Background: an optimization exercise with open tools, aiming at small area, a short achievable clock period and few clock cycles per item. Do not read the settings as production practice.
No run shown here included a check of the RTL's function; only the layout flow was run.

[flow/design.v]
module absdiff (
	input  wire [30:0] x,
	input  wire [30:0] y,
	output wire [30:0] d,
	output wire        xgty,
	output wire        xeqy
);
localparam N = 31;
localparam L = 5;
wire [N-1:0] p0 = ~(x ^ y);
wire [N-1:0] g0 = x & ~y;
reg [N-1:0] G;
reg [N-1:0] P;
reg [N-1:0] dt, df;
integer l, i;
always @* begin
	G = g0;
	P = p0;
	for (l = 0; l < L; l = l + 1)
		for (i = 0; i < N; i = i + 1)
			if ((i >> l) & 1) begin
				G[i] = G[i] | (P[i] & G[((i >> l) << l) - 1]);
				P[i] = P[i] & P[((i >> l) << l) - 1];
			end
	dt[0] = ~p0[0];
	df[0] = ~p0[0];
	for (i = 1; i < N; i = i + 1) begin
		dt[i] = p0[i] ^ (G[i-1] | P[i-1]);
		df[i] = ~(p0[i] ^ G[i-1]);
	end
end
wire gall = G[N-1];
assign d    = gall ? dt : df;
assign xgty = gall;
assign xeqy = P[N-1];
endmodule
module top(
		input wire [31:0] opa,
		input wire [31:0] opb,
		input wire start,
		input wire rst,
		input wire clk,
		output reg done,
		output reg [31:0] result
);
reg        busy;
reg        gy;      
reg  [4:0] k;
reg [31:0] a;
reg [31:0] b;
wire        xgty;
wire        xeqy;
wire [30:0] dh;
wire [30:0] xh = a[31:1] & {31{b[0]}};
wire [30:0] yh = b[31:1] & {31{gy}};
absdiff u_absdiff(.x(xh), .y(yh), .d(dh), .xgty(xgty), .xeqy(xeqy));
wire za  = (a == 32'd0);
wire eqt = xeqy & a[0] & b[0];
wire fin = za | eqt;
wire kz  = (k == 5'd0);
always @* begin
	done   = busy & fin & kz;
	result = b;
end
wire accept = start & (~busy | done);
wire [2:0] tz = xh[2:0] ^ yh[2:0];
reg  [30:0] ds;
always @* begin
	if (tz[0])      ds = dh;
	else if (tz[1]) ds = {1'b0, dh[30:1]};
	else if (tz[2]) ds = {2'b0, dh[30:2]};
	else            ds = {3'b0, dh[30:3]};
end
reg  [4:0] kin;
wire [31:0] oab = opa | opb;
integer i;
always @* begin
	kin = 5'd0;
	for (i = 31; i >= 0; i = i - 1)
		if (oab[i]) kin = i[4:0];
	if (opa == 32'd0 || opb == 32'd0) kin = 5'd0;
end
always @(posedge clk or negedge rst) begin
	if (~rst) begin
		busy <= 1'b0;
	end else begin
		busy <= start | (busy & ~done);
	end
end
wire an0 = accept ? opa[0] : ((|tz) | dh[3]);
wire bn0 = accept ? opb[0] : (~fin & (xgty ? b[0] : a[0]));
always @(posedge clk) begin
	gy <= (an0 | ~bn0) & (accept | ~fin);
	if (accept) begin
		a <= opa;
		b <= opb;
		k <= kin;
	end else begin
		a <= {1'b0, ds};
		if (fin) begin
			b <= {b[30:0], 1'b0};
			k <= k - 5'd1;
		end else if (~xgty)
			b <= a;
	end
end
endmodule
[flow/flow/run.sh]
#!/bin/bash
# Standard layout, with plain buf_1 cells as the port buffers.
set -euo pipefail
export BUFFER_PORTS_ARGS="-buffer_cell sky130_fd_sc_hd__buf_1"
bash standard.sh > standard.log 2>&1
[flow/standard.sh]
#!/bin/bash
# synth_recipe.tcl (not shown) runs the flow's synth.tcl, then flattens the netlist and writes it again
# the make line also repeats each setting of config.mk as NAME=value (left out here)
make -C /OpenROAD-flow-scripts/flow DESIGN_CONFIG=/design/flow/config.mk WORK_HOME=/design/flow/orfs CLKGATE_MAP_FILE= SYNTH_SCRIPT=/design/flow/synth_recipe.tcl "${@:-finish}"
[flow/config.mk]
export PLATFORM = sky130hd
export DESIGN_NAME = top
export DESIGN_NICKNAME = top
export VERILOG_FILES = /design/flow/design.v
export SDC_FILE = /design/flow/constraint.sdc
export NUM_CORES = 4
export LEC_CHECK = 0
export CAP_MARGIN = 20
export CORE_MARGIN = 2
export CORE_UTILIZATION = 40
export SETUP_SLACK_MARGIN = 2.5
export SLEW_MARGIN = 20
[flow/constraint.sdc]
create_clock -name core_clock -period 7.0 [get_ports {clk}]
set_input_delay 1.4000 -clock core_clock [delete_from_list [all_inputs] [get_ports {clk}]]
set_output_delay 1.4000 -clock core_clock [all_outputs]
set_load 0.01 [all_outputs]
==> results.py, run 1 <==
metrics = {
    "floorplan": {
        "fp-row-count": 48,
        "dieArea_sq_um": 18340,
        "fp.coreArea_sq_um": 17120,
        "initial_core_util": 0.4037,
        "die_x_um": 135.4,
        "die_y_um": 135.4,
        "io-pin-count": 100,
    },
    "timing": {
        "setup_viol": 0,
        "skew_ns": 0.01334,
        "setup_tns_ns": 0,
        "worst_pin_slew_ns": 0.9720,
        "fin_hold_ws_ns": 0.6153,
        "relSlewSlack": 0.3481,
        "fin_crit_sh": 0.6255,
        "finalHoldViolCount": 0,
        "slew_violations": 0,
        "rsz0062_at_grt": "no",
        "fin_crit_ns": 4.378,
        "fmax_mhz": 228.4,
    },
    "clock_network": {
        "cts_max_path_buffers": 2,
        "root_buffer": "clkbuf_16",
        "cts_tree": "done",
        "numCtsBuffers": 9,
        "clkTransAtPathRegs_ns": 0.06,
        "cts.htree.levels": 3,
        "cts_num_sinks": 71,
        "clock_latency_ns": 0.36,
        "ctsHoldBuffers": 0,
    },
    "detailed_routing": {
        "top_layer": "met4",
        "dr.first_iter.drc_count": 677,
        "drtPass1Iterations": 6,
        "wl_met3_mm": 2.123,
        "wire_per_inst_um": 21.15,
        "wl_met2_mm": 10.37,
        "vias": 7083,
        "ant_nets": 0,
        "wl_met1_mm": 11.01,
        "finalWirelength_mm": 24.32,
        "via_per_inst": 6.159,
        "drc_errors": 0,
    },
    "synthesis": {
        "synth_cell_types": 72,
        "synth-edff-count": 37,
        "synthArstFlopShare": 0.01408,
        "synth-seq-cells": 71,
        "synthCells": 854,
        "ys.flop_type": "edfxtp_1",
        "syn_area_sq_um": 6910,
        "yosysWarnings": 2,
        "syn_area_per_cell_sq_um": 8.092,
        "ys_seq_area_frac": 0.2600,
        "syn_nets": 959,
    },
    "critical_path": {
        "reg2regPathDepth": 17,
        "startpoint_type": "register",
        "cp.required_ns": 5.60,
        "path_class": "reg2out",
        "critPathCaptureType": "primary output",
        "cp_max_fo": 35,
        "cp_data_arrival_time_ns": 2.98,
    },
    "layout": {
        "final_cell_mix": "nand2_1, buf_1, mux2i_1, o21ai_0, nor2_1",
        "final_common_cell": "nand2_1",
        "fillers": 1737,
        "drive_gt1_frac": 0.07135,
        "diodes": 0,
        "layout.nets": 1027,
        "area_growth_pct": 12.60,
    },
    "hold_path": {
        "whs_path_depth": 1,
        "hp-class": "reg2reg",
    },
    "global_route": {
        "grt_first_pass_wirelength_mm": 37.07,
        "track_usage": 0.2630,
        "grt_overflow_total": 0,
        "grt_pass1_vias": 6529,
        "antenna_found_initial": 0,
        "grt_max_degree": 100,
    },
    "flow_run": {
        "cap_violations": 0,
    },
    "status": {
        "status": "timing/DRC/antenna clean",
    },
    "placed_design": {
        "port_buffers": 99,
        "dp_hpwl_mm": 17.95,
        "place_congestion": 0.9654,
    },
}
[cell families after synthesis]
logic type	Yosys count	share of synthesized area
compound gates	234	0.2287
xor+xnor	38	0.05142
mux	76	0.1110
fa+ha+maj	38	0.07424
buf+inv	81	0.05196
simple gates	316	0.2227
flops	71	0.2600
[through the flow]
stage          cell area (sq um)  setup WS (ns)  utilization  std cells
6_report                    7781          2.622       0.4546       1150
5_1_grt                     7781          2.478       0.4546       1150
4_1_cts                     7695          2.487       0.4496       1148
3_5_place_dp                7380          2.124       0.4311       1131
3_3_place_gp                7377          2.271       0.4310       1131
2_1_floorplan               6910          3.113            -        854
[synth_stat cells, types with 5 or more instances]
| cell | count | area, sq um |
|---|---|---|
| nand4_1 | 12 | 75.07 |
| o22ai_1 | 12 | 75.07 |
| o211ai_1 | 8 | 60.06 |
| a31oi_1 | 10 | 62.56 |
| xor2_1 | 9 | 78.83 |
| nor4_1 | 37 | 231.5 |
| ha_1 | 33 | 412.9 |
| edfxtp_1 | 37 | 1111 |
| a221o_1 | 9 | 90.09 |
| xnor2_1 | 26 | 227.7 |
| buf_2 | 17 | 85.08 |
| or4_1 | 6 | 45.04 |
| nor2_1 | 59 | 221.5 |
| o221ai_1 | 6 | 52.55 |
| o21a_1 | 5 | 37.54 |
| o31ai_1 | 6 | 45.04 |
| a21oi_1 | 40 | 200.2 |
| fa_1 | 5 | 100.1 |
| and2_1 | 35 | 219.0 |
| clkbuf_1 | 30 | 112.6 |
| mux2i_1 | 71 | 710.7 |
| inv_1 | 26 | 97.59 |
| nand2_1 | 116 | 435.4 |
| o21ai_0 | 65 | 325.3 |
| nand3_1 | 14 | 70.07 |
| a21o_1 | 14 | 105.1 |
| dfxtp_1 | 33 | 660.6 |
| nor3_1 | 17 | 85.08 |
| o21bai_1 | 5 | 37.54 |
[cell type report]
cell class,instances,area [sq um],share of cell area
Sequential cell,71,1800,0.2314
Clock inverter,2,8.758,0.001126
Timing Repair Buffer,111,491.7,0.06319
Inverter,27,101.3,0.01302
Tap cell,225,281.5,0.03618
Multi-Input combinational cell,702,4851,0.6234
Clock buffer,12,246.5,0.03168
[timing repair]
action | 4_1_cts | 5_1_grt
buffers inserted | 3 | 2
resized for setup | 10 | 16
setup endpoints to repair | 44 | 42
pin swaps | 2 | 4
cloned | 0 | 0
[worst paths after layout]
check                           slack, ns     to  start
min in group asynchronous            0.80   busy    rst
worst max register to register       2.72  a[14]   b[0]
worst min-delay path                 0.62   busy   busy
worst min register to register       0.62   busy   busy
worst max-delay path                 2.62   done   b[0]
max in group asynchronous            6.11   busy    rst
[registers in the layout (all words and copies together), names as in the netlist]
register	flops
gy	1
b	32
a	32
busy	1
k	5
[per-layer routing]
layer | vias to the layer above | global-route usage
met5 | - | 0
met4 | 0 | 0.1007
met3 | 68 | 0.04863
met2 | 345 | 0.3976
met1 | 3330 | 0.3720
li1 | 3340 | -
[critical path, stage by stage, from the launching register on]
cell and delay (ns):
edfxtp_1 0.41, buf_12 0.18, and2_1 0.16, ha_1 0.31, buf_12 0.18, nand4_1 0.21
nor4_4 0.37, and4b_2 0.36, o2111ai_4 0.17, nor2_1 0.12, clkbuf_2 0.14
==> run 2, diff against run 1 <==
--- a/flow/design.v
+++ b/flow/design.v
@@ -12,5 +12,5 @@
 reg [N-1:0] G;
 reg [N-1:0] P;
-reg [N-1:0] dt, df;
+reg [N-1:0] c;
 integer l, i;
 always @* begin
@@ -23,13 +23,10 @@
 				P[i] = P[i] & P[((i >> l) << l) - 1];
 			end
-	dt[0] = ~p0[0];
-	df[0] = ~p0[0];
-	for (i = 1; i < N; i = i + 1) begin
-		dt[i] = p0[i] ^ (G[i-1] | P[i-1]);
-		df[i] = ~(p0[i] ^ G[i-1]);
-	end
+	c[0] = G[N-1];
+	for (i = 1; i < N; i = i + 1)
+		c[i] = G[i-1] | (P[i-1] & G[N-1]);
 end
 wire gall = G[N-1];
-assign d    = gall ? dt : df;
+assign d    = p0 ^ c ^ {N{~gall}};
 assign xgty = gall;
 assign xeqy = P[N-1];
@@ -88,20 +85,18 @@
 	end
 end
+wire        bkeep = ~accept & ~fin & xgty;
+wire        bcopy = ~accept & ~fin & ~xgty;
+wire [31:0] bn = ({32{accept}} & opb) | ({32{~accept & fin}} & {b[30:0], 1'b0})
+               | ({32{bkeep}} & b) | ({32{bcopy}} & a);
 wire an0 = accept ? opa[0] : ((|tz) | dh[3]);
 wire bn0 = accept ? opb[0] : (~fin & (xgty ? b[0] : a[0]));
 always @(posedge clk) begin
 	gy <= (an0 | ~bn0) & (accept | ~fin);
-	if (accept) begin
-		a <= opa;
-		b <= opb;
+	a <= accept ? opa : {1'b0, ds};
+	b <= bn;
+	if (accept)
 		k <= kin;
-	end else begin
-		a <= {1'b0, ds};
-		if (fin) begin
-			b <= {b[30:0], 1'b0};
-			k <= k - 5'd1;
-		end else if (~xgty)
-			b <= a;
-	end
+	else if (fin)
+		k <= k - 5'd1;
 end
 endmodule
--- a/flow/config.mk
+++ b/flow/config.mk
@@ -9,4 +9,4 @@
 export CORE_MARGIN = 2
 export CORE_UTILIZATION = 40
-export SETUP_SLACK_MARGIN = 2.5
+export SETUP_SLACK_MARGIN = 2
 export SLEW_MARGIN = 20
==> run 2 against run 1 <==
  * Sequential share of layout area shrank 3.7 points
  * Area after synthesis decreased by 0.58%
  * Via count increased by 14%
  * Synthesized cell count grew 15%
  * Worst hold slack worse by 0.067 ns
  * Maximum frequency down 7.7%
  * Global-route usage is 2.9 points higher
  * Clock-buffer cell count stayed put
  * Critical endpoint unchanged
==> results.py, run 2 <==
metrics = {
    "layout": {
        "final_util": 0.4574,
        "final_cell_mix": "nand2_1, buf_1, o21ai_0, nor2_1, dfxtp_1",
        "drive_gt1_frac": 0.05283,
        "area_growth_pct": 11.18,
        "diodes": 0,
        "reg_top3": "a x32, b x32, k x5",
        "layout.nets": 1135,
        "final_common_cell": "nand2_1",
    },
    "floorplan": {
        "die_y_um": 135.1,
        "die_x_um": 135.1,
        "io-pin-count": 100,
        "fp-row-count": 47,
        "initial_core_util": 0.4114,
        "fp.coreArea_sq_um": 16700,
        "dieArea_sq_um": 18240,
    },
    "synthesis": {
        "synth_common_cells": "nand2_1, o21ai_0, nor2_1",
        "syn_area_sq_um": 6870,
        "yosysWarnings": 2,
        "synth-seq-cells": 71,
        "yosysTopAreaCell": "dfxtp_1",
        "syn_nets": 1079,
        "synthArstFlopShare": 0.01408,
        "syn_area_per_cell_sq_um": 7.011,
        "synth-edff-count": 5,
        "synth_cell_types": 81,
        "ys.flop_type": "dfxtp_1",
        "ys_seq_area_frac": 0.2149,
        "synthCells": 980,
        "synth_top_area_share": 0.1894,
        "synth_area_leaders": "dfxtp_1, nand2_1, o21ai_0, ha_1, nor2_1",
        "yosysMostFrequentCell": "nand2_1",
    },
    "detailed_routing": {
        "finalWirelength_mm": 27.37,
        "vias": 8103,
        "ant_nets": 0,
        "dr.first_iter.drc_count": 1013,
        "drtPass1Iterations": 6,
        "via_per_inst": 6.426,
        "drc_errors": 0,
        "wire_per_inst_um": 21.71,
    },
    "timing": {
        "rsz0062_at_grt": "no",
        "setup_tns_ns": 0,
        "slew_violations": 0,
        "fin_crit_sh": 0.6780,
        "relSlewSlack": 0.2983,
        "skew_ns": 0.007227,
        "setup_viol": 0,
        "final.setup.worst_slack_ns": 2.254,
        "finalHoldViolCount": 0,
        "worst_pin_slew_ns": 1.050,
        "fin_crit_ns": 4.746,
        "fmax_mhz": 210.7,
    },
    "global_route": {
        "track_usage": 0.2916,
        "gr-usage-met1": 0.4216,
        "grt_overflow_total": 0,
        "grt_first_pass_wirelength_mm": 41.28,
        "antenna_found_initial": 0,
        "use_met2": 0.4394,
        "grt_max_degree": 67,
        "busiest_layer": "met2",
        "grt_pass1_vias": 7228,
        "grtUsageMet3": 0.05218,
    },
    "clock_network": {
        "cts_max_path_buffers": 2,
        "cts_tree": "done",
        "numCtsBuffers": 9,
        "root_buffer": "clkbuf_16",
        "cts_num_sinks": 71,
        "ctsHoldBuffers": 0,
        "clkTransAtPathRegs_ns": 0.06,
        "cts.htree.levels": 3,
        "clock_latency_ns": 0.34,
    },
    "placed_design": {
        "port_buffers": 99,
        "place_congestion": 1.003,
        "dp_hpwl_mm": 20.77,
        "pre_cts_ws_ns": 1.804,
    },
    "hold_path": {
        "hp-class": "reg2reg",
    },
    "critical_path": {
        "crit_chain": "buf_4 > nand2_1 > ha_1 > nand4_1 > nor2_2 > nand3_1 > o31a_2 > buf_6 > nor3b_1 > buf_1",
        "r2r_setup_slack_ns": 2.41,
        "cp_max_fo": 66,
        "cp_data_arrival_time_ns": 3.35,
        "slowest_stage": "dfxtp_4",
        "cpPeakStageDelay_ns": 0.46,
        "startpoint_type": "register",
        "critPathCaptureType": "primary output",
        "cp.required_ns": 5.60,
        "path_class": "reg2out",
    },
    "flow_run": {
        "cap_violations": 0,
    },
    "status": {
        "status": "timing/DRC/antenna clean",
    },
}
==> run 2: changes by cell type after synthesis, sizes merged, moves of 17 or more <==
cell    change
mux2i      -66
nand3      +32
o21ai      +36
inv        -17
nand2      +60
edfxtp     -32
dfxtp      +32
==> run 2: per-stage QoR <==
step	instances	instance area [sq um]	hold WS, ns
finish	1261	7639	0.5487
global route	1261	7639	0.5913
CTS	1259	7606	0.5471
detailed placement	1243	7297	0.5330
global placement	1243	7297	0.5299
floorplan	980	6870	0.4945
==> run 2: final cells by class <==
type | instances | area [sq um]
clock buffer | 12 | 246.5
timing repair buffer | 108 | 449.2
tap | 220 | 275.3
multi-input combinational | 835 | 5087
fill | 1779 | 9062
sequential | 71 | 1484
clock inverter | 4 | 55.05
inverter | 11 | 41.29
==> run 2: repair_timing <==
action,in CTS,in global routing
gates resized for setup,4,4
endpoints found under the setup margin,5,5
pin swaps,0,1
endpoints found under the hold margin,0,0
setup buffers,0,2
==> run 2: metal layers <==
metal / vias to the layer above / wire length (um) / share of wire
met5: - / 0 / 0
met1: 3771 / 12020 / 0.44
li1: 3794 / - / -
met4: 0 / 694 / 0.025
met2: 478 / 11950 / 0.44
met3: 60 / 2708 / 0.099
==> run 2: cell families (layout without fill, tap and decap cells) <==
group | after synthesis | in the layout | share of synthesized area
simple gates | 435 | 435 | 0.3019
flops | 71 | 71 | 0.2149
fa+ha+maj | 32 | 32 | 0.05828
buf+inv | 74 | 135 | 0.04680
compound gates | 326 | 326 | 0.3225
mux | 5 | 5 | 0.007285
xor+xnor | 37 | 37 | 0.04826
==> run 2: worst max-delay path, delay by kind of cell, from the launching register on <==
family | cells | cell delay [ns]
buf+inv | 3 | 0.62
simple gates | 5 | 1.07
flops | 1 | 0.46
compound gates | 1 | 0.43
fa+ha+maj | 1 | 0.41
==> run 2: final timing paths <==
path,from,to,cells past startpoint
setup reg to reg,gy,k[4],12
setup / recovery,gy,done,10
hold reg to reg,busy,busy,2
hold / removal,busy,busy,2
max in group asynchronous,rst,busy,1
min in group asynchronous,rst,busy,1
==> run 3, diff against run 2 <==
--- a/flow/config.mk
+++ b/flow/config.mk
@@ -9,4 +9,4 @@
 export CORE_MARGIN = 2
 export CORE_UTILIZATION = 40
-export SETUP_SLACK_MARGIN = 2
+export SETUP_SLACK_MARGIN = 2.5
 export SLEW_MARGIN = 20
==> run 3 against run 2 <==
  * Critical endpoint unchanged
  * Non-clock buffer count rose by 3
  * Largest cell class unchanged
  * Clock-buffer cell count did not move
  * Global-route usage grew 0.37 points
  * Register-to-register slack gained 0.34 ns
  * Area after synthesis unchanged
  * Worst hold slack gained 0.027 ns
  * Via count about the same
==> results.py, run 3 <==
metrics = {
    "status": {
        "status": "timing/DRC/antenna clean",
    },
    "timing": {
        "fin_crit_sh": 0.6342,
        "worst_pin_slew_ns": 0.8622,
        "rsz0062_at_grt": "yes",
        "setup_viol": 0,
        "fmax_mhz": 225.3,
        "slew_violations": 0,
        "final.setup.worst_slack_ns": 2.561,
        "finalHoldViolCount": 0,
        "fin_crit_ns": 4.439,
        "skew_ns": 0.007756,
        "setup_tns_ns": 0,
        "relSlewSlack": 0.4179,
    },
    "floorplan": {
        "initial_core_util": 0.4114,
        "fp.coreArea_sq_um": 16700,
        "die_y_um": 135.1,
        "fp-row-count": 47,
        "die_x_um": 135.1,
        "io-pin-count": 100,
        "dieArea_sq_um": 18240,
    },
    "placed_design": {
        "dp_cells": 1243,
        "place_congestion": 1.003,
        "port_buffers": 99,
        "dp_hpwl_mm": 20.77,
        "pre_cts_ws_ns": 1.804,
    },
    "global_route": {
        "grt_first_pass_wirelength_mm": 41.76,
        "grt_pass1_vias": 7320,
        "track_usage": 0.2952,
        "gr-usage-met1": 0.4217,
        "antenna_found_initial": 0,
        "busiest_layer": "met2",
        "grt_max_degree": 67,
        "grt_overflow_total": 0,
        "use_met2": 0.4478,
        "grtUsageMet3": 0.05293,
    },
    "layout": {
        "drive_gt1_frac": 0.07280,
        "layout.nets": 1138,
        "diodes": 0,
        "final_util": 0.4664,
        "final_common_cell": "nand2_1",
        "area_growth_pct": 13.37,
        "final_cells": 1264,
        "final_cell_mix": "nand2_1, buf_1, o21ai_0, nor2_1, dfxtp_1",
        "reg_top3": "a x32, b x32, k x5",
        "fillers": 1759,
    },
    "synthesis": {
        "syn_area_per_cell_sq_um": 7.011,
        "yosysMostFrequentCell": "nand2_1",
        "synth_area_leaders": "dfxtp_1, nand2_1, o21ai_0, ha_1, nor2_1",
        "syn_area_sq_um": 6870,
        "synthCells": 980,
        "ys_seq_area_frac": 0.2149,
        "ys.flop_type": "dfxtp_1",
        "synthArstFlopShare": 0.01408,
        "yosysTopAreaCell": "dfxtp_1",
        "syn_nets": 1079,
        "synth-edff-count": 5,
        "synth-seq-cells": 71,
        "synth_top_area_share": 0.1894,
        "synth_common_cells": "nand2_1, o21ai_0, nor2_1",
        "synth_cell_types": 81,
        "yosysWarnings": 2,
    },
    "critical_path": {
        "reg2regPathDepth": 12,
        "startpoint_type": "register",
        "cp_data_arrival_time_ns": 3.04,
        "path_class": "reg2out",
        "critPathCaptureType": "primary output",
        "cp.required_ns": 5.60,
        "cp_max_fo": 66,
    },
    "clock_network": {
        "clkTransAtPathRegs_ns": 0.06,
        "cts_max_path_buffers": 2,
        "ctsHoldBuffers": 0,
        "cts.htree.levels": 3,
        "clock_latency_ns": 0.34,
        "root_buffer": "clkbuf_16",
        "numCtsBuffers": 9,
        "cts_num_sinks": 71,
        "cts_tree": "done",
    },
    "detailed_routing": {
        "drtPass1Iterations": 6,
        "via_per_inst": 6.405,
        "ant_nets": 0,
        "wire_per_inst_um": 21.94,
        "drc_errors": 0,
        "vias": 8096,
        "finalWirelength_mm": 27.74,
        "dr.first_iter.drc_count": 953,
    },
    "hold_path": {
        "whs_path_depth": 2,
        "hp-class": "reg2reg",
    },
    "flow_run": {
        "cap_violations": 0,
    },
}
-- run 3: cell counts after synthesis --
Identical to the previous run, type by type.
-- run 3: layout make-up --
class,instances,area (sq um),share of cell area
Inverter,11,41.29,0.005301
Clock inverter,4,55.05,0.007068
Multi-Input combinational cell,835,5216,0.6697
Timing Repair Buffer,111,470.5,0.06040
Clock buffer,12,246.5,0.03165
Tap cell,220,275.3,0.03534
Sequential cell,71,1484,0.1905
-- run 3: layer usage --
layer | vias to the layer above | part of all wire
met5 | - | 0
met4 | 0 | 0.026
met3 | 57 | 0.091
met2 | 466 | 0.44
met1 | 3776 | 0.44
li1 | 3797 | -
-- run 3: worst max-delay path, stage by stage, from the launching register on --
cell and delay, ns:
dfxtp_4 0.43, buf_4 0.20, nand2_1 0.11, ha_4 0.33
and4_1 0.22, and3_2 0.23, nand3_2 0.17, o31a_2 0.40
buf_8 0.21, nor3b_2 0.20, clkbuf_2 0.15
-- run 3: per-stage QoR --
| stage | instance area, sq um | hold WS [ns] |
|---|---|---|
| after floorplan | 6870 | 0.4945 |
| final | 7789 | 0.5752 |
| after global routing | 7789 | 0.6331 |
| after detailed placement | 7297 | 0.5330 |
| after CTS | 7710 | 0.5471 |
| after global placement | 7297 | 0.5299 |
-- run 3: path summary, 6_finish.rpt --
| check | endpoint | start | slack, ns |
|---|---|---|---|
| min in group asynchronous | busy | rst | 0.81 |
| worst max register to register | a[17] | gy | 2.75 |
| max in group asynchronous | busy | rst | 6.08 |
| worst min register to register | busy | busy | 0.58 |
| worst max-delay path | done | gy | 2.56 |
| worst min-delay path | busy | busy | 0.58 |
-- run 3: logic make-up (layout without fill, tap and decap cells) --
kind of cell,count (synthesis),count (layout),synth area share
flops,71,71,0.2149
xor+xnor,37,37,0.04826
buf+inv,74,138,0.04680
simple gates,435,435,0.3019
compound gates,326,326,0.3225
mux,5,5,0.007285
fa+ha+maj,32,32,0.05828
-- run 3: what timing repair did --
action | 4_1_cts | 5_1_grt
setup endpoints to repair | 75 | 15
resized for setup | 16 | 17
buffers inserted | 5 | 0
hold endpoints to repair | 0 | 0
pin swaps | 3 | 1
==> run 4, diff against run 3 <==
--- a/flow/config.mk
+++ b/flow/config.mk
@@ -9,4 +9,5 @@
 export CORE_MARGIN = 2
 export CORE_UTILIZATION = 40
+export PLACE_DENSITY = 0.4
 export SETUP_SLACK_MARGIN = 2.5
 export SLEW_MARGIN = 20
==> run 4 against run 3 <==
  * Still clean
  * First-iteration DRC count down 16%
  * Via count shrank 0.35%
  * Critical path depth is 1 lower
  * Cell count increased by 0.16%
  * Maximum frequency rose by 1.1%
  * Die area did not move
  * Worst hold slack worse by 0.025 ns
  * Utilization grew 0.067 points
  * Synthesized cell count is the same
  * Highest routed layer unchanged
==> results.py, run 4 <==
metrics = {
    "status": {
        "status": "timing/DRC/antenna clean",
    },
    "placed_design": {
        "dp_hpwl_mm": 22.58,
        "port_buffers": 99,
        "place_congestion": 0.9361,
        "dp_cells": 1245,
        "pre_cts_ws_ns": 1.980,
    },
    "floorplan": {
        "die_y_um": 135.1,
        "io-pin-count": 100,
        "dieArea_sq_um": 18240,
        "fp-row-count": 47,
        "fp.coreArea_sq_um": 16700,
        "die_x_um": 135.1,
        "initial_core_util": 0.4114,
    },
    "layout": {
        "area_growth_pct": 13.53,
        "fillers": 1807,
        "diodes": 0,
        "final_common_cell": "nand2_1",
        "drive_gt1_frac": 0.07075,
        "reg_top3": "a x32, b x32, k x5",
        "layout.nets": 1140,
        "final_cells": 1266,
        "final_cell_mix": "nand2_1, buf_1, o21ai_0, nor2_1, dfxtp_1",
    },
    "flow_run": {
        "cap_violations": 0,
    },
    "clock_network": {
        "ctsHoldBuffers": 0,
        "clock_latency_ns": 0.34,
        "numCtsBuffers": 9,
        "cts_tree": "done",
        "clkTransAtPathRegs_ns": 0.06,
        "cts_max_path_buffers": 2,
        "cts.htree.levels": 3,
        "root_buffer": "clkbuf_16",
        "cts_num_sinks": 71,
    },
    "hold_path": {
        "holdCritStartpoint": "busy",
        "hp-class": "reg2reg",
    },
    "synthesis": {
        "yosysWarnings": 2,
        "syn_area_sq_um": 6870,
        "syn_area_per_cell_sq_um": 7.011,
        "synth_top_area_share": 0.1894,
        "ys.flop_type": "dfxtp_1",
        "yosysMostFrequentCell": "nand2_1",
        "yosysTopAreaCell": "dfxtp_1",
        "synth-seq-cells": 71,
        "ys_seq_area_frac": 0.2149,
        "synth-edff-count": 5,
        "synthArstFlopShare": 0.01408,
        "synthCells": 980,
        "synth_area_leaders": "dfxtp_1, nand2_1, o21ai_0, ha_1, nor2_1",
        "synth_common_cells": "nand2_1, o21ai_0, nor2_1",
        "synth_cell_types": 81,
        "syn_nets": 1079,
    },
    "timing": {
        "setup_viol": 0,
        "worst_pin_slew_ns": 0.9097,
        "fin_crit_ns": 4.392,
        "finalHoldViolCount": 0,
        "fin_crit_sh": 0.6274,
        "relSlewSlack": 0.3936,
        "fmax_mhz": 227.7,
        "final.setup.worst_slack_ns": 2.608,
        "slew_violations": 0,
        "rsz0062_at_grt": "no",
        "setup_tns_ns": 0,
        "skew_ns": 0.006894,
    },
    "global_route": {
        "grt_pass1_vias": 7425,
        "grt_max_degree": 65,
        "grt_first_pass_wirelength_mm": 45.43,
        "antenna_found_initial": 0,
        "track_usage": 0.3248,
        "grt_overflow_total": 0,
    },
    "detailed_routing": {
        "wire_per_inst_um": 23.63,
        "drtPass1Iterations": 5,
        "dr.first_iter.drc_count": 805,
        "finalWirelength_mm": 29.92,
        "drc_errors": 0,
        "via_per_inst": 6.373,
        "vias": 8068,
        "ant_nets": 0,
    },
    "critical_path": {
        "r2r_start": "b[0]",
        "critPathLaunch": "gy",
        "cp_data_arrival_time_ns": 2.99,
        "cp.required_ns": 5.60,
        "startpoint_type": "register",
        "cp_max_fo": 31,
        "path_class": "reg2out",
        "critPathCaptureType": "primary output",
    },
}
-- run 4: worst max-delay path, stage by stage, from the launching register on --
cell     delay [ns]
dfxtp_1        0.33
buf_8          0.25
nand2_1        0.13
ha_1           0.42
nand4_1        0.27
nor2_2         0.24
nand2_1        0.20
o31a_4         0.42
nor3b_1        0.20
buf_1          0.18
-- run 4: stage by stage --
step	hold WS (ns)	util	instance area, sq um
finish	0.5505	0.4670	7800
global route	0.6062	0.4670	7800
CTS	0.5526	0.4618	7712
detailed placement	0.5308	0.4386	7325
global placement	0.5338	0.4386	7325
floorplan	0.4945	-	6870
-- run 4: repair_timing --
| item | CTS | global route |
|---|---|---|
| setup endpoints to repair | 74 | 41 |
| pin swaps | 3 | 3 |
| gates resized for setup | 14 | 15 |
| setup buffers | 2 | 2 |
| cloned | 0 | 1 |
-- run 4: cell families after synthesis --
kind of cell    count (synthesis)  synth area share
xor+xnor                       37           0.04826
mux                             5          0.007285
flops                          71            0.2149
simple gates                  435            0.3019
compound gates                326            0.3225
fa+ha+maj                      32           0.05828
buf+inv                        74           0.04680
-- run 4: layer usage --
layer | GRT usage | up-vias | part of all wire
li1 | - | 3802 | -
met1 | 0.4956 | 3805 | 0.47
met2 | 0.4605 | 413 | 0.41
met3 | 0.06081 | 48 | 0.092
met4 | 0.09144 | 0 | 0.024
met5 | 0 | - | 0
-- run 4: cell type report --
| type | instances | area [sq um] | area share |
|---|---|---|---|
| tap | 220 | 275.3 | 0.03529 |
| clock inverter | 4 | 52.55 | 0.006737 |
| inverter | 11 | 41.29 | 0.005294 |
| sequential | 71 | 1480 | 0.1898 |
| clock buffer | 12 | 256.5 | 0.03288 |
| timing repair buffer | 112 | 489.2 | 0.06272 |
| multi-input combinational | 836 | 5205 | 0.6673 |
-- run 4: worst paths after layout --
| check | endpoint | slack [ns] | depth (start not counted) |
|---|---|---|---|
| max in group asynchronous | busy | 6.09 | 1 |
| min in group asynchronous | busy | 0.81 | 1 |
| worst max-delay path | done | 2.61 | 9 |
| worst min register to register | busy | 0.55 | 2 |
| worst min-delay path | busy | 0.55 | 2 |
| worst max register to register | a[5] | 2.77 | 15 |
==> run 5, diff against run 4 <==
--- a/flow/config.mk
+++ b/flow/config.mk
@@ -9,5 +9,5 @@
 export CORE_MARGIN = 2
 export CORE_UTILIZATION = 40
-export PLACE_DENSITY = 0.4
+export PLACE_DENSITY = 0.8
 export SETUP_SLACK_MARGIN = 2.5
 export SLEW_MARGIN = 20
==> run 5 against run 4 <==
  * Area after synthesis unchanged
  * Non-clock buffer count decreased by 2
  * Die area unchanged
  * Worst setup slack improved by 0.0092 ns
  * Utilization decreased by 0.46 points
  * Sequential cell count unchanged
  * Worst hold slack improved by 0.017 ns
  * Clock skew about the same
  * Routed wire length decreased by 10%
  * Critical path depth decreased by 1
  * Cell area decreased by 0.99%
  * Largest cell class unchanged
==> results.py, run 5 <==
metrics = {
    "placed_design": {
        "place_congestion": 1.070,
        "dp_hpwl_mm": 19.82,
        "port_buffers": 99,
        "placed_area_sq_um": 7305,
    },
    "floorplan": {
        "io-pin-count": 100,
        "fp-row-count": 47,
        "fp.coreArea_sq_um": 16700,
        "die_x_um": 135.1,
        "initial_core_util": 0.4114,
        "die_y_um": 135.1,
        "dieArea_sq_um": 18240,
    },
    "synthesis": {
        "yosysTopAreaCell": "dfxtp_1",
        "synth_common_cells": "nand2_1, o21ai_0, nor2_1",
        "yosysWarnings": 2,
        "synth_top_area_share": 0.1894,
        "syn_area_per_cell_sq_um": 7.011,
        "ys.flop_type": "dfxtp_1",
        "syn_nets": 1079,
        "synth-seq-cells": 71,
        "syn_area_sq_um": 6870,
        "synth-edff-count": 5,
        "synthCells": 980,
        "yosysMostFrequentCell": "nand2_1",
        "synthArstFlopShare": 0.01408,
        "synth_cell_types": 81,
        "ys_seq_area_frac": 0.2149,
        "synth_area_leaders": "dfxtp_1, nand2_1, o21ai_0, ha_1, nor2_1",
    },
    "layout": {
        "fillers": 1701,
        "finalInstanceArea_sq_um": 7722,
        "final_cell_mix": "nand2_1, buf_1, o21ai_0, nor2_1, dfxtp_1",
        "diodes": 0,
        "final_common_cell": "nand2_1",
        "area_growth_pct": 12.40,
        "layout.nets": 1138,
        "drive_gt1_frac": 0.06322,
        "reg_top3": "a x32, b x32, k x5",
    },
    "detailed_routing": {
        "dr.first_iter.drc_count": 1321,
        "vias": 8490,
        "drtPass1Iterations": 6,
        "via_per_inst": 6.717,
        "ant_nets": 0,
        "wire_per_inst_um": 21.20,
        "drc_errors": 0,
        "finalWirelength_mm": 26.80,
    },
    "critical_path": {
        "cp_max_fo": 35,
        "startpoint_type": "register",
        "critPathLaunch": "b[0]",
        "cp_data_arrival_time_ns": 2.98,
        "rr_endpoint": "a[9]",
        "cp.required_ns": 5.60,
        "critPathCaptureType": "primary output",
        "r2r_setup_slack_ns": 2.83,
        "r2r_start": "b[0]",
        "path_class": "reg2out",
        "reg2regPathDepth": 11,
    },
    "clock_network": {
        "cts.htree.levels": 3,
        "root_buffer": "clkbuf_16",
        "numCtsBuffers": 9,
        "cts_max_path_buffers": 2,
        "cts_tree": "done",
        "cts_num_sinks": 71,
        "clock_latency_ns": 0.34,
        "ctsHoldBuffers": 0,
        "clkTransAtPathRegs_ns": 0.06,
    },
    "timing": {
        "fmax_mhz": 228.2,
        "fin_crit_sh": 0.6260,
        "slew_violations": 0,
        "fin_crit_ns": 4.382,
        "worst_pin_slew_ns": 0.8742,
        "skew_ns": 0.007273,
        "relSlewSlack": 0.4166,
        "setup_tns_ns": 0,
        "finalHoldViolCount": 0,
        "rsz0062_at_grt": "no",
        "setup_viol": 0,
    },
    "global_route": {
        "grt_first_pass_wirelength_mm": 41.08,
        "grt_overflow_total": 0,
        "track_usage": 0.2853,
        "grt_pass1_vias": 7562,
        "antenna_found_initial": 0,
        "grt_max_degree": 65,
    },
    "status": {
        "status": "timing/DRC/antenna clean",
    },
    "hold_path": {
        "hp-class": "reg2reg",
        "whs_path_depth": 2,
        "holdPathEnd": "busy",
        "holdCritStartpoint": "busy",
    },
    "flow_run": {
        "cap_violations": 0,
    },
}
[run 5: cell counts after synthesis]
Identical to the previous run, type by type.
[run 5: how the worst max path moves through the flow]
stage                end  slack, ns  depth (start not counted)
floorplan           done       2.80                         11
global placement    k[2]       2.27                         11
detailed placement  k[2]       2.16                         11
CTS                 done       2.51                          8
global route        done       2.49                          9
finish              done       2.62                          8
[run 5: timing repair]
action,CTS,global route
cloned,0,1
setup endpoints to repair,57,9
resized for setup,7,14
pin swaps,0,4
setup buffers,0,3
[run 5: critical path: stages, from the launching register on]
cell,delay (ns)
dfxtp_4,0.45
and2_1,0.20
ha_1,0.42
nand4_1,0.28
nor2_2,0.24
nand3_2,0.20
o31a_2,0.45
nor3b_1,0.20
buf_1,0.17
[run 5: layout make-up]
class / count / area (sq um) / share of cell area
clock buffers: 12 / 236.5 / 0.03062
repair buffers: 110 / 466.7 / 0.06043
multi-input cells: 836 / 5152 / 0.6672
inverters: 11 / 41.29 / 0.005347
well taps: 220 / 275.3 / 0.03564
clock inverters: 4 / 70.07 / 0.009073
flip-flops and latches: 71 / 1480 / 0.1917
[run 5: through the flow]
| step | std cells | utilization | worst slack, ns | hold slack [ns] |
|---|---|---|---|---|
| after CTS | 1260 | 0.4576 | 2.508 | 0.5647 |
| after detailed placement | 1244 | 0.4374 | 2.156 | 0.5481 |
| after global routing | 1264 | 0.4624 | 2.488 | 0.6243 |
| final | 1264 | 0.4624 | 2.618 | 0.5679 |
| after global placement | 1244 | 0.4374 | 2.265 | 0.5223 |
| after floorplan | 980 | - | 2.797 | 0.4945 |
[run 5: routing by layer]
layer	wire length, um	global-route usage
met4	1213	0.1198
met2	11780	0.4464
met1	10440	0.3775
met3	3355	0.06644
met5	0	0
[run 5: cell families (layout without fill, tap and decap cells)]
kind of cell               after synthesis  in the layout  synth area share
xor gates and xnor gates                37             37           0.04826
AOI/OAI and AO/OA                      326            326            0.3225
DFF                                     71             71            0.2149
buffers and inverters                   74            137           0.04680
adders and majority gates               32             32           0.05828
and+or+nand+nor                        435            436            0.3019
muxes                                    5              5          0.007285
==> run 6, diff against run 5 <==
--- a/flow/design.v
+++ b/flow/design.v
@@ -42,5 +42,6 @@
 );
 reg        busy;
-reg        gy;      
+reg        zf;      
+reg        zbp;     
 reg  [4:0] k;
 reg [31:0] a;
@@ -50,9 +51,8 @@
 wire [30:0] dh;
 wire [30:0] xh = a[31:1] & {31{b[0]}};
-wire [30:0] yh = b[31:1] & {31{gy}};
+wire [30:0] yh = b[31:1] & {31{(a[0] | ~b[0]) & ~zf}};
 absdiff u_absdiff(.x(xh), .y(yh), .d(dh), .xgty(xgty), .xeqy(xeqy));
-wire za  = (a == 32'd0);
 wire eqt = xeqy & a[0] & b[0];
-wire fin = za | eqt;
+wire fin = zf | eqt;
 wire kz  = (k == 5'd0);
 always @* begin
@@ -69,4 +69,6 @@
 	else            ds = {3'b0, dh[30:3]};
 end
+wire opaz = (opa == 32'd0);
+wire opbz = (opb == 32'd0);
 reg  [4:0] kin;
 wire [31:0] oab = opa | opb;
@@ -76,5 +78,5 @@
 	for (i = 31; i >= 0; i = i - 1)
 		if (oab[i]) kin = i[4:0];
-	if (opa == 32'd0 || opb == 32'd0) kin = 5'd0;
+	if (opaz || opbz) kin = 5'd0;
 end
 always @(posedge clk or negedge rst) begin
@@ -85,18 +87,19 @@
 	end
 end
-wire        bkeep = ~accept & ~fin & xgty;
-wire        bcopy = ~accept & ~fin & ~xgty;
-wire [31:0] bn = ({32{accept}} & opb) | ({32{~accept & fin}} & {b[30:0], 1'b0})
-               | ({32{bkeep}} & b) | ({32{bcopy}} & a);
-wire an0 = accept ? opa[0] : ((|tz) | dh[3]);
-wire bn0 = accept ? opb[0] : (~fin & (xgty ? b[0] : a[0]));
 always @(posedge clk) begin
-	gy <= (an0 | ~bn0) & (accept | ~fin);
-	a <= accept ? opa : {1'b0, ds};
-	b <= bn;
-	if (accept)
+	zf  <= accept ? opaz : (fin | zbp);
+	zbp <= accept & opbz;
+	if (accept) begin
+		a <= opa;
+		b <= opb;
 		k <= kin;
-	else if (fin)
-		k <= k - 5'd1;
+	end else begin
+		a <= {1'b0, ds};
+		if (fin) begin
+			b <= {b[30:0], 1'b0};
+			k <= k - 5'd1;
+		end else if (~xgty)
+			b <= a;
+	end
 end
 endmodule
--- a/flow/config.mk
+++ b/flow/config.mk
@@ -9,5 +9,4 @@
 export CORE_MARGIN = 2
 export CORE_UTILIZATION = 40
-export PLACE_DENSITY = 0.8
 export SETUP_SLACK_MARGIN = 2.5
 export SLEW_MARGIN = 20
==> run 6 against run 5 <==
  * Still clean on timing, DRC and antenna
  * Synthesized cell count down 16%
  * Cell count down 9.3%
  * First-iteration DRC count down 45%
  * Worst hold slack worse by 0.11 ns
  * Via count down 18%
  * Non-clock buffer count up 21
==> results.py, run 6 <==
metrics = {
    "timing": {
        "setup_tns_ns": 0,
        "finalHoldViolCount": 0,
        "relSlewSlack": 0.3391,
        "slew_violations": 0,
        "worst_pin_slew_ns": 0.9877,
        "skew_ns": 0.008166,
        "fin_hold_ws_ns": 0.4622,
        "rsz0062_at_grt": "yes",
        "final.setup.worst_slack_ns": 2.522,
        "fmax_mhz": 223.3,
        "fin_crit_sh": 0.6397,
        "fin_crit_ns": 4.478,
        "setup_viol": 0,
    },
    "critical_path": {
        "crit_chain": "a21oi_4 > buf_6 > buf_16 > nand2_4 > ha_4 > nand4_4 > or3_4 > nor4_4 > a41oi_4 > nor4b_4 > buf_2",
        "critical-path-top-delay-family": "simple AND/OR/NAND/NOR gates",
        "cp_num_buf_inv": 3,
        "cp_data_arrival_time_ns": 3.08,
        "critPathCaptureType": "primary output",
        "cp.required_ns": 5.60,
        "cpPeakStageDelay_ns": 0.43,
        "path_class": "reg2out",
        "startpoint_type": "register",
        "cp_max_fo": 5,
        "slowest_stage": "edfxtp_1",
    },
    "clock_network": {
        "numCtsBuffers": 9,
        "root_buffer": "clkbuf_16",
        "cts_tree": "done",
        "cts_max_path_buffers": 2,
        "cts.htree.levels": 3,
        "clock_latency_ns": 0.36,
        "clkTransAtPathRegs_ns": 0.06,
        "cts_num_sinks": 72,
    },
    "floorplan": {
        "dieArea_sq_um": 17250,
        "initial_core_util": 0.4084,
        "fp.coreArea_sq_um": 15890,
        "die_x_um": 131.4,
        "die_y_um": 131.4,
        "io-pin-count": 100,
        "fp-row-count": 46,
    },
    "placed_design": {
        "place_congestion": 0.9472,
        "dp_cells": 1106,
        "port_buffers": 99,
        "pre_cts_ws_ns": 1.872,
        "dp_hpwl_mm": 17.02,
    },
    "global_route": {
        "grt_max_degree": 55,
        "grt_overflow_total": 0,
        "antenna_found_initial": 0,
        "track_usage": 0.2737,
        "grt_first_pass_wirelength_mm": 36.79,
        "grt_pass1_vias": 6503,
    },
    "synthesis": {
        "synth-seq-cells": 72,
        "synth_top_area_share": 0.1713,
        "syn_area_per_cell_sq_um": 7.892,
        "synth_common_cells": "nand2_1, nor2_1, a21oi_1",
        "yosysTopAreaCell": "edfxtp_1",
        "synth_cell_types": 73,
        "syn_area_sq_um": 6487,
        "ys.flop_type": "edfxtp_1",
        "yosysWarnings": 2,
        "yosysMostFrequentCell": "nand2_1",
        "ys_seq_area_frac": 0.2800,
        "synthArstFlopShare": 0.01389,
        "synthCells": 822,
        "synth_area_leaders": "edfxtp_1, dfxtp_1, nand2_1, ha_1, mux2i_1",
        "syn_nets": 922,
        "synth-edff-count": 37,
    },
    "detailed_routing": {
        "finalWirelength_mm": 23.89,
        "drtPass1Iterations": 5,
        "via_per_inst": 6.091,
        "ant_nets": 0,
        "wl_met2_mm": 10.35,
        "dr.first_iter.drc_count": 729,
        "wire_per_inst_um": 20.85,
        "wl_met3_mm": 1.967,
        "drc_errors": 0,
        "wl_met1_mm": 10.59,
        "vias": 6980,
        "top_layer": "met4",
    },
    "layout": {
        "final_cell_mix": "nand2_1, buf_1, nor2_1, a21oi_1, o21ai_0",
        "area_growth_pct": 23.32,
        "drive_gt1_frac": 0.1226,
        "layout.nets": 1025,
        "final_cells": 1146,
        "diodes": 0,
        "reg_top3": "a x32, b x32, k x5",
        "fillers": 1568,
        "final_common_cell": "nand2_1",
    },
    "flow_run": {
        "cap_violations": 0,
    },
    "hold_path": {
        "hp-class": "reg2reg",
    },
    "status": {
        "status": "timing/DRC/antenna clean",
    },
}
## run 6: area by class of cell
class | instances | area, sq um | area share
clock buffer | 10 | 239.0 | 0.02987
clock inverter | 6 | 106.4 | 0.01329
inverter | 18 | 67.56 | 0.008445
multi-input combinational | 693 | 4806 | 0.6007
sequential | 72 | 1821 | 0.2276
tap | 216 | 270.3 | 0.03378
timing repair buffer | 131 | 690.7 | 0.08633
## run 6: worst reg2reg max path, cell delays in order (launching register included)
cell,delay (ns)
edfxtp_1,0.43
a21oi_4,0.27
buf_6,0.16
buf_16,0.13
buf_4,0.14
nand2_1,0.08
ha_1,0.26
a21oi_2,0.30
o21ai_1,0.22
a21boi_2,0.33
o21ai_1,0.20
a211oi_2,0.42
o21ai_0,0.22
xor2_1,0.37
o22ai_1,0.14
a221oi_1,0.37
a21oi_1,0.14
## run 6: kinds of logic (layout without fill, tap and decap cells)
kind of cell	Yosys count	after routing	synth area share
XOR/XNOR	49	49	0.06615
buffers and inverters	57	165	0.03876
AND/OR/NAND/NOR	323	323	0.2378
AO/OA/AOI/OAI	246	246	0.2486
multiplexers	42	42	0.06499
adder cells (fa/ha/maj)	33	33	0.06365
flip-flops	72	72	0.2800
## run 6: stage by stage
stage / cell area, sq um / util
finish: 8000 / 0.5036
global route: 8000 / 0.5036
CTS: 7839 / 0.4935
detailed placement: 7057 / 0.4442
global placement: 7057 / 0.4442
floorplan: 6506 / -
## run 6: final timing paths
kind / depth (start not counted) / end / from / slack [ns]
worst max-delay path: 11 / done / b[0] / 2.52
worst min-delay path: 2 / zf / zbp / 0.46
worst max register to register: 16 / a[20] / b[0] / 2.68
worst min register to register: 2 / zf / zbp / 0.46
max in group asynchronous: 1 / busy / rst / 6.11
min in group asynchronous: 1 / busy / rst / 0.79
## run 6: routing by layer
layer	track usage	up-vias
met3	0.04514	59
met2	0.4123	353
met5	0	-
li1	-	3274
met4	0.1395	0
met1	0.3774	3294
## run 6: repair_timing
action                                  4_1_cts  5_1_grt
resized for setup                            40       28
pin swaps                                    16        6
buffers inserted                             22        1
hold buffers                                  0        0
endpoints found under the setup margin       99       79
cloned                                        1        0
==> run 7, diff against run 6 <==
--- a/flow/config.mk
+++ b/flow/config.mk
@@ -9,4 +9,4 @@
 export CORE_MARGIN = 2
 export CORE_UTILIZATION = 40
-export SETUP_SLACK_MARGIN = 2.5
+export SETUP_SLACK_MARGIN = 2.3
 export SLEW_MARGIN = 20
==> run 7 against run 6 <==
  * Clock skew increased by 0.00095 ns
  * Highest routed layer unchanged
==> results.py, run 7 <==
metrics = {
    "status": {
        "status": "timing/DRC/antenna clean",
    },
    "critical_path": {
        "path_class": "reg2out",
        "crit_chain": "buf_6 > buf_8 > and2_1 > ha_1 > nand2_1 > or3_4 > nor4_4 > a41oi_4 > nor4b_2 > buf_2",
        "slowest_stage": "edfxtp_1",
        "startpoint_type": "register",
        "cp.required_ns": 5.60,
        "cp_data_arrival_time_ns": 3.17,
        "reg2regPathDepth": 15,
        "critPathCaptureType": "primary output",
        "cp_max_fo": 18,
        "cpPeakStageDelay_ns": 0.47,
    },
    "placed_design": {
        "port_buffers": 99,
        "placed_area_sq_um": 7041,
        "place_congestion": 0.9635,
        "dp_hpwl_mm": 16.82,
    },
    "floorplan": {
        "io-pin-count": 100,
        "die_y_um": 131.4,
        "initial_core_util": 0.4084,
        "fp.coreArea_sq_um": 15890,
        "die_x_um": 131.4,
        "fp-row-count": 46,
        "dieArea_sq_um": 17250,
    },
    "layout": {
        "drive_gt1_frac": 0.07432,
        "finalInstanceArea_sq_um": 7540,
        "area_growth_pct": 16.22,
        "final_common_cell": "nand2_1",
        "fillers": 1676,
        "final_cell_mix": "nand2_1, buf_1, nor2_1, a21oi_1, o21ai_0",
        "layout.nets": 1010,
        "reg_top3": "a x32, b x32, k x5",
        "diodes": 0,
    },
    "timing": {
        "relSlewSlack": 0.3480,
        "setup_viol": 0,
        "finalHoldViolCount": 0,
        "skew_ns": 0.009117,
        "fmax_mhz": 218.7,
        "setup_tns_ns": 0,
        "worst_pin_slew_ns": 0.9690,
        "fin_crit_sh": 0.6533,
        "rsz0062_at_grt": "no",
        "slew_violations": 0,
        "fin_crit_ns": 4.573,
    },
    "detailed_routing": {
        "via_per_inst": 6.092,
        "dr.first_iter.drc_count": 730,
        "drc_errors": 0,
        "vias": 6890,
        "wire_per_inst_um": 20.55,
        "ant_nets": 0,
        "drtPass1Iterations": 8,
        "finalWirelength_mm": 23.24,
    },
    "synthesis": {
        "synth_top_area_share": 0.1713,
        "yosysTopAreaCell": "edfxtp_1",
        "syn_area_per_cell_sq_um": 7.892,
        "ys_seq_area_frac": 0.2800,
        "syn_nets": 922,
        "synth_cell_types": 73,
        "synth_area_leaders": "edfxtp_1, dfxtp_1, nand2_1, ha_1, mux2i_1",
        "synth-seq-cells": 72,
        "yosysMostFrequentCell": "nand2_1",
        "yosysWarnings": 2,
        "synth-edff-count": 37,
        "synthArstFlopShare": 0.01389,
        "ys.flop_type": "edfxtp_1",
        "synthCells": 822,
        "synth_common_cells": "nand2_1, nor2_1, a21oi_1",
        "syn_area_sq_um": 6487,
    },
    "hold_path": {
        "hp-class": "reg2reg",
        "whs_path_depth": 2,
    },
    "clock_network": {
        "root_buffer": "clkbuf_16",
        "clkTransAtPathRegs_ns": 0.06,
        "clock_latency_ns": 0.36,
        "cts_num_sinks": 72,
        "ctsHoldBuffers": 0,
        "numCtsBuffers": 9,
        "cts_tree": "done",
        "cts.htree.levels": 3,
        "cts_max_path_buffers": 2,
    },
    "global_route": {
        "grt_pass1_vias": 6279,
        "busiest_layer": "met1",
        "track_usage": 0.2649,
        "antenna_found_initial": 0,
        "gr-usage-met1": 0.3825,
        "grt_max_degree": 58,
        "grt_first_pass_wirelength_mm": 35.60,
        "grt_overflow_total": 0,
        "use_met2": 0.3787,
        "grtUsageMet3": 0.06944,
    },
    "flow_run": {
        "cap_violations": 0,
    },
}
[run 7: per-layer routing]
layer	wire, um	share of wire
met1	10730	0.46
met3	2220	0.096
met2	9619	0.41
met4	668	0.029
met5	0	0
[run 7: cell type report]
cell class | count | area [sq um] | area share
clock inverter | 4 | 20.02 | 0.002655
inverter | 18 | 67.56 | 0.008961
tap | 216 | 270.3 | 0.03584
sequential | 72 | 1818 | 0.2411
timing repair buffer | 116 | 561.8 | 0.07451
clock buffer | 12 | 246.5 | 0.03269
multi-input combinational | 693 | 4556 | 0.6042
[run 7: per-stage QoR]
stage,cells,hold WS [ns],setup slack [ns],utilization
floorplan,822,0.4188,2.374,-
detailed placement,1105,0.4300,1.454,0.4432
global placement,1105,0.4285,1.667,0.4432
finish,1131,0.4386,2.427,0.4746
global route,1131,0.4694,2.319,0.4746
CTS,1125,0.4384,2.302,0.4698
[run 7: final timing paths]
check / startpoint / endpoint / slack (ns)
max: b[0] / done / 2.43
min: zbp / zf / 0.44
max reg2reg: b[0] / a[3] / 2.60
min reg2reg: zbp / zf / 0.44
max in group asynchronous: rst / busy / 6.11
min in group asynchronous: rst / busy / 0.79
[run 7: kinds of logic after synthesis]
family | count (synthesis) | synth area share
muxes | 42 | 0.06499
and+or+nand+nor | 323 | 0.2378
DFF | 72 | 0.2800
xor gates and xnor gates | 49 | 0.06615
adders and majority gates | 33 | 0.06365
AOI/OAI and AO/OA | 246 | 0.2486
buffers and inverters | 57 | 0.03876
[run 7: worst max-delay path: cells and delay by family, from the launching register on]
kind / cells / cell delay, ns
AND/OR/NAND/NOR: 5 / 1.20
buffers and inverters: 3 / 0.57
flip-flops: 1 / 0.47
adder cells (fa/ha/maj): 1 / 0.36
AO/OA/AOI/OAI: 1 / 0.21
[run 7: timing repair]
item | CTS | global route
setup endpoints to repair | 101 | 16
buffers inserted | 3 | 6
gates resized for setup | 14 | 6
cloned | 1 | 0
pin swaps | 2 | 4
==> run 8, diff against run 7 <==
--- a/flow/config.mk
+++ b/flow/config.mk
@@ -9,4 +9,5 @@
 export CORE_MARGIN = 2
 export CORE_UTILIZATION = 40
-export SETUP_SLACK_MARGIN = 2.3
+export CTS_BUF_LIST = sky130_fd_sc_hd__clkbuf_8
+export SETUP_SLACK_MARGIN = 2.5
 export SLEW_MARGIN = 20
==> run 8 against run 7 <==
  * Via count increased by 2.6%
  * First-iteration DRC count increased by 7.0%
  * Cell area increased by 5.7%
  * Still clean
  * Routed wire length increased by 3.6%
  * Non-clock buffer count increased by 17
  * Clock skew increased by 0.0044 ns
  * Register-to-register slack about the same
  * Critical path type unchanged
==> results.py, run 8 <==
metrics = {
    "detailed_routing": {
        "drc_errors": 0,
        "via_per_inst": 6.156,
        "drtPass1Iterations": 5,
        "vias": 7067,
        "finalWirelength_mm": 24.07,
        "wire_per_inst_um": 20.97,
        "dr.first_iter.drc_count": 781,
        "ant_nets": 0,
    },
    "timing": {
        "skew_ns": 0.01348,
        "fin_crit_sh": 0.6481,
        "setup_viol": 0,
        "fin_crit_ns": 4.537,
        "finalHoldViolCount": 0,
        "setup_tns_ns": 0,
        "fmax_mhz": 220.4,
        "rsz0062_at_grt": "yes",
        "slew_violations": 0,
        "relSlewSlack": 0.3299,
        "worst_pin_slew_ns": 1.002,
        "fin_hold_ws_ns": 0.4636,
    },
    "critical_path": {
        "reg2regPathDepth": 15,
        "critPathCaptureType": "primary output",
        "path_class": "reg2out",
        "cp_num_buf_inv": 3,
        "startpoint_type": "register",
        "critical-path-top-delay-family": "simple AND/OR/NAND/NOR gates",
        "cpPeakStageDelay_ns": 0.44,
        "cp_max_fo": 5,
        "slowest_stage": "edfxtp_1",
        "cp.required_ns": 5.60,
        "r2r_setup_slack_ns": 2.60,
        "cp_data_arrival_time_ns": 3.14,
        "r2r_start": "b[0]",
        "rr_endpoint": "a[20]",
        "crit_chain": "a21oi_4 > buf_6 > buf_16 > nand2_4 > ha_4 > nand4_4 > or3_4 > nor4_4 > a41oi_4 > nor4b_4 > buf_2",
    },
    "floorplan": {
        "fp.coreArea_sq_um": 15890,
        "dieArea_sq_um": 17250,
        "fp-row-count": 46,
        "die_y_um": 131.4,
        "die_x_um": 131.4,
        "initial_core_util": 0.4084,
        "io-pin-count": 100,
    },
    "global_route": {
        "busiest_layer": "met2",
        "grt_max_degree": 55,
        "grt_pass1_vias": 6488,
        "use_met2": 0.4088,
        "grt_overflow_total": 0,
        "grt_first_pass_wirelength_mm": 36.89,
        "antenna_found_initial": 0,
        "track_usage": 0.2736,
        "grtUsageMet3": 0.04823,
        "gr-usage-met1": 0.3850,
    },
    "layout": {
        "final_cell_mix": "nand2_1, buf_1, nor2_1, a21oi_1, o21ai_0",
        "drive_gt1_frac": 0.1298,
        "diodes": 0,
        "final_cells": 1148,
        "area_growth_pct": 22.89,
        "final_util": 0.5019,
        "reg_top3": "a x32, b x32, k x5",
        "layout.nets": 1027,
        "final_common_cell": "nand2_1",
    },
    "clock_network": {
        "numCtsBuffers": 9,
        "clkTransAtPathRegs_ns": 0.09,
        "ctsHoldBuffers": 0,
        "root_buffer": "clkbuf_8",
        "cts_max_path_buffers": 2,
        "clock_latency_ns": 0.40,
        "cts_num_sinks": 72,
        "cts_tree": "done",
        "cts.htree.levels": 3,
    },
    "placed_design": {
        "port_buffers": 99,
        "place_congestion": 0.9472,
        "dp_cells": 1106,
        "dp_hpwl_mm": 17.02,
    },
    "hold_path": {
        "holdPathEnd": "zf",
        "hp-class": "reg2reg",
        "whs_path_depth": 2,
        "holdCritStartpoint": "zbp",
    },
    "synthesis": {
        "synth-edff-count": 37,
        "synth_area_leaders": "edfxtp_1, dfxtp_1, nand2_1, ha_1, mux2i_1",
        "syn_area_sq_um": 6487,
        "ys_seq_area_frac": 0.2800,
        "synthCells": 822,
        "synth_top_area_share": 0.1713,
        "syn_nets": 922,
        "synth_cell_types": 73,
        "syn_area_per_cell_sq_um": 7.892,
        "yosysWarnings": 2,
        "yosysTopAreaCell": "edfxtp_1",
        "yosysMostFrequentCell": "nand2_1",
        "ys.flop_type": "edfxtp_1",
        "synth-seq-cells": 72,
        "synthArstFlopShare": 0.01389,
        "synth_common_cells": "nand2_1, nor2_1, a21oi_1",
    },
    "flow_run": {
        "cap_violations": 0,
    },
    "status": {
        "status": "timing/DRC/antenna clean",
    },
}
run 8: cell types whose count changed in the layout (fill, tap and decap cells not counted), sizes merged:
cell      delta
buf         +18
bufbuf       -1
bufinv       +3
clkbuf       -2
clkinv       -2
clkinvlp     +1
run 8: cells by family (layout without fill, tap and decap cells):
logic type,count (synthesis),after routing,share of synthesized area
XOR/XNOR,49,49,0.06615
flip-flops,72,72,0.2800
AO/OA/AOI/OAI,246,246,0.2486
multiplexers,42,42,0.06499
adder cells (fa/ha/maj),33,33,0.06365
buffers and inverters,57,167,0.03876
AND/OR/NAND/NOR,323,323,0.2378
run 8: layer usage:
metal  up-vias  routed length, um
met1      3326              10730
met3        81               2008
li1       3273                  -
met2       387              10250
met5         -                  0
met4         0               1084
run 8: what timing repair did:
action	in CTS	in global routing
gates resized for setup	41	34
pin swaps	16	6
setup buffers	23	2
cloned	1	0
endpoints found under the setup margin	99	81
run 8: worst min-delay path, stage by stage, from the launching register on:
cell     delay [ns]
dfxtp_1        0.31
inv_1          0.05
a31oi_1        0.07
run 8: final cells by class:
class | instances | area (sq um)
clock buffers | 10 | 137.6
clock inverters | 6 | 106.4
fillers | 1575 | 7913
multi-input cells | 693 | 4865
repair buffers | 133 | 705.7
inverters | 18 | 67.56
flip-flops and latches | 72 | 1821
well taps | 216 | 270.3
run 8: how the worst max path moves through the flow:
stage | start | to | depth (start not counted)
after floorplan | b[0] | done | 11
after global placement | a[0] | a[7] | 16
after detailed placement | a[0] | a[3] | 16
after CTS | b[0] | done | 11
after global routing | b[0] | done | 11
final | b[0] | done | 11
run 8: stage by stage:
step	setup slack, ns	cell area (sq um)
floorplan	2.591	6506
global placement	1.950	7057
detailed placement	1.872	7057
CTS	2.416	7750
global route	2.349	7973
finish	2.463	7973

## re-timing with driven ports
In the flow no input, the clock included, has a driving cell. The finished layouts below were timed again as built, in two steps. Step 1 (the two cells are an assumption about what drives the block):
set clk [get_ports {clk}]
set_driving_cell -lib_cell sky130_fd_sc_hd__clkbuf_16 $clk
set_driving_cell -lib_cell sky130_fd_sc_hd__buf_2 [delete_from_list [all_inputs] $clk]
Step 2 moves the port delays by t, midway between the first and last clock arrival at a register: inputs arrive t later, outputs are due t later. That takes back most of the time a late clock gives input paths. Three values: ideal ports, drivers, drivers and shift; two values: the first two.
| run | t, ns | setup slack, ns | worst data-port slew with drivers (ns) | pins driven straight from the clock port |
|---|---|---|---|---|
| run 1 | 0.393 | 2.622 / 2.582 / 2.719 | 0.04 | 1 |
| run 2 | 0.370 | 2.254 / 2.218 / 2.405 | 0.04 | 1 |
| run 3 | 0.373 | 2.561 / 2.525 / 2.745 | 0.04 | 1 |
| run 4 | 0.381 | 2.608 / 2.567 / 2.774 | 0.04 | 1 |
| run 5 | 0.375 | 2.618 / 2.579 / 2.831 | 0.04 | 1 |
| run 6 | 0.397 | 2.522 / 2.479 / 2.679 | 0.04 | 1 |
| run 7 | 0.399 | 2.427 / 2.386 / 2.601 | 0.04 | 1 |
| run 8 | 0.432 | 2.463 / 2.425 / 2.604 | 0.04 | 1 |
After both steps every run listed still meets setup and hold.
